This design comes from an exercise in tuning for small area and a short achievable clock period on the open sky130 flow, not from production work. In this exercise RTL edits were held to simulation tests only and were not proved equivalent to the original.

== quartz ==
Design ParzenWindow_NP, start of the top module:
module ParzenWindow_NP (
    input  logic        clk_i,
    input  logic        rst_i,
    input  logic [9:0]  tri_i,
    output logic [25:0] win_o
);
clock: 16.0 ns
lec_check: 0
abc_area: 1
cap_margin: 60
core_margin: 2
core_utilization: 60
cts_buf_list: sky130_fd_sc_hd__clkbuf_8
slew_margin: 60
synth_hierarchical: 1
synth_minimum_keep_size: 0
setup_slack_margin: 6.5
buffer_ports_args: -buffer_cell sky130_fd_sc_hd__buf_2
standard.sh (not shown) runs the stock make flow with config.mk's settings and CLKGATE_MAP_FILE= SYNTH_SCRIPT=/design/flow/synth_recipe.tcl, a recipe that flattens the netlist after the stock synthesis.
==> flow/flow/run.sh <==
#!/bin/bash
# Layout flow: the standard flow (standard.sh, unchanged, including its
# synthesis) with two extra ORFS settings appended to the work copy of config.mk:
#  - a larger setup-slack target for OpenROAD's timing repair, so the resizer
#    keeps sizing/buffering critical paths past the default target;
set -euo pipefail
MARGIN=${PW_SETUP_MARGIN:-6.5}
{
  echo "export SETUP_SLACK_MARGIN = ${MARGIN}"
  echo "export BUFFER_PORTS_ARGS = -buffer_cell sky130_fd_sc_hd__buf_2"
} >> config.mk
bash standard.sh > flow_standard.log 2>&1
quartz reached the final stage; the timing, design-rule and antenna checks on its layout passed.
Edits applied to the flow inputs when going from quartz to maple:
- ABC_AREA: 1 -> unset
- SETUP_SLACK_MARGIN: 6.5 -> 7
--- a/flow/flow/run.sh
+++ b/flow/flow/run.sh
@@ -7 +7 @@
-MARGIN=${PW_SETUP_MARGIN:-6.5}
+MARGIN=${PW_SETUP_MARGIN:-7}
==> comparison <==
For count of non-filler cells in the finished layout, dividing the value from quartz by the value from maple gives 1.13.
Setup slack: maple less than quartz
Wire: maple routes more than quartz
Setup changes, maple to onyx
- SETUP_SLACK_MARGIN now 6.75, was 7
- CTS_BUF_LIST now sky130_fd_sc_hd__clkbuf_4 sky130_fd_sc_hd__clkbuf_8, was sky130_fd_sc_hd__clkbuf_8
--- a/flow/flow/run.sh
+++ b/flow/flow/run.sh
@@ -7 +7 @@
-MARGIN=${PW_SETUP_MARGIN:-7}
+MARGIN=${PW_SETUP_MARGIN:-6.75}
==> comparison <==
When onyx is measured against maple, its sequential portion of the cell area turns out 0.65 points higher.
Taking maple as the reference, in onyx transition at the pin with the smallest max-transition slack went up, number of nets in the layout went down, core utilization of the finished layout went down.
On onyx: clock-buffer cell count is 1 higher than what maple gave.
onyx vs maple — final weighted congestion of routability-driven global placement climbed by a few percent
Master of the slowest instance on the critical path: sky130_fd_sc_hd__fa_1 -> maple, sky130_fd_sc_hd__fa_2 -> onyx
Looking at relative area change from synthesis to final layout, onyx sits below maple.
Compare onyx and maple | global-route wire length before repair higher: maple

========
ParzenWindow_NP again, from the RTL that the note above started with.
Settings: LEC_CHECK=0, CAP_MARGIN=60, CORE_MARGIN=2, CORE_UTILIZATION=60, SLEW_MARGIN=60, SYNTH_HIERARCHICAL=1, SYNTH_MINIMUM_KEEP_SIZE=0, SETUP_SLACK_MARGIN=6.75, BUFFER_PORTS_ARGS=-buffer_cell sky130_fd_sc_hd__buf_2; clock period 16.0 ns.
==> flow/flow/run.sh <==
#!/bin/bash
# Layout flow: the standard flow (standard.sh, unchanged, including its
# synthesis) with two extra ORFS settings appended to the work copy of config.mk:
#  - a larger setup-slack target for OpenROAD's timing repair, so the resizer
#    keeps sizing/buffering critical paths past the default target;
set -euo pipefail
MARGIN=${PW_SETUP_MARGIN:-6.75}
{
  echo "export SETUP_SLACK_MARGIN = ${MARGIN}"
  echo "export BUFFER_PORTS_ARGS = -buffer_cell sky130_fd_sc_hd__buf_2"
} >> config.mk
bash standard.sh > flow_standard.log 2>&1
The first run passed the timing, design-rule and antenna checks.
Change:
ABC_AREA = 1   (was unset)
CTS_BUF_LIST = sky130_fd_sc_hd__clkbuf_8   (was unset)
Global-route usage is lower by 0.74 points.
Area after synthesis came out higher by a few percent.
Cell area barely changes.
Non-clock buffer count is lower by 18.
Die area rose by a few percent.
Hold slack gets better by 10 ps.
Routed wire length grows slightly.
Core utilization drops by 3.1 points.
Via count rose by a little under a tenth.

[what the ideal ports hide]
No port has a modelled driver above. Below, the same layouts with a new extraction and two added sets of constraints. Step 1 assumes that a clkbuf_16 drives the clock port and a buf_2 every other input. Step 2 moves the port delays by t, midway between the first and last clock arrival at a register: inputs arrive t later, outputs are due t later. That takes back most of the time a late clock gives input paths. a / b / c = ideal ports / drivers / drivers and shift; a / b = the first two.
run | t (ns) | slack for setup (ns) | worst register clock-pin slew, ns | worst slew at a driven data input, ns | cell pins on the clock port's net
quartz | 0.328 | 6.931 / 6.928 / 6.601 | 0.08 / 0.08 | 0.05 | 1
maple | 0.328 | 6.909 / 6.844 / 6.517 | 0.08 / 0.08 | 0.15 | 1
onyx | 0.327 | 6.946 / 6.929 / 6.602 | 0.09 / 0.09 | 0.06 | 1
the first run of note 2 | 0.318 | 6.933 / 6.928 / 6.610 | 0.06 / 0.06 | 0.06 | 1
the second run of note 2 | 0.325 | 7.061 / 7.044 / 6.719 | 0.08 / 0.08 | 0.06 | 1
After both steps every run listed still meets setup and hold. The setup slack of maple, which loses most, moves by -0.065 ns with the drivers and by -0.392 ns with both steps.
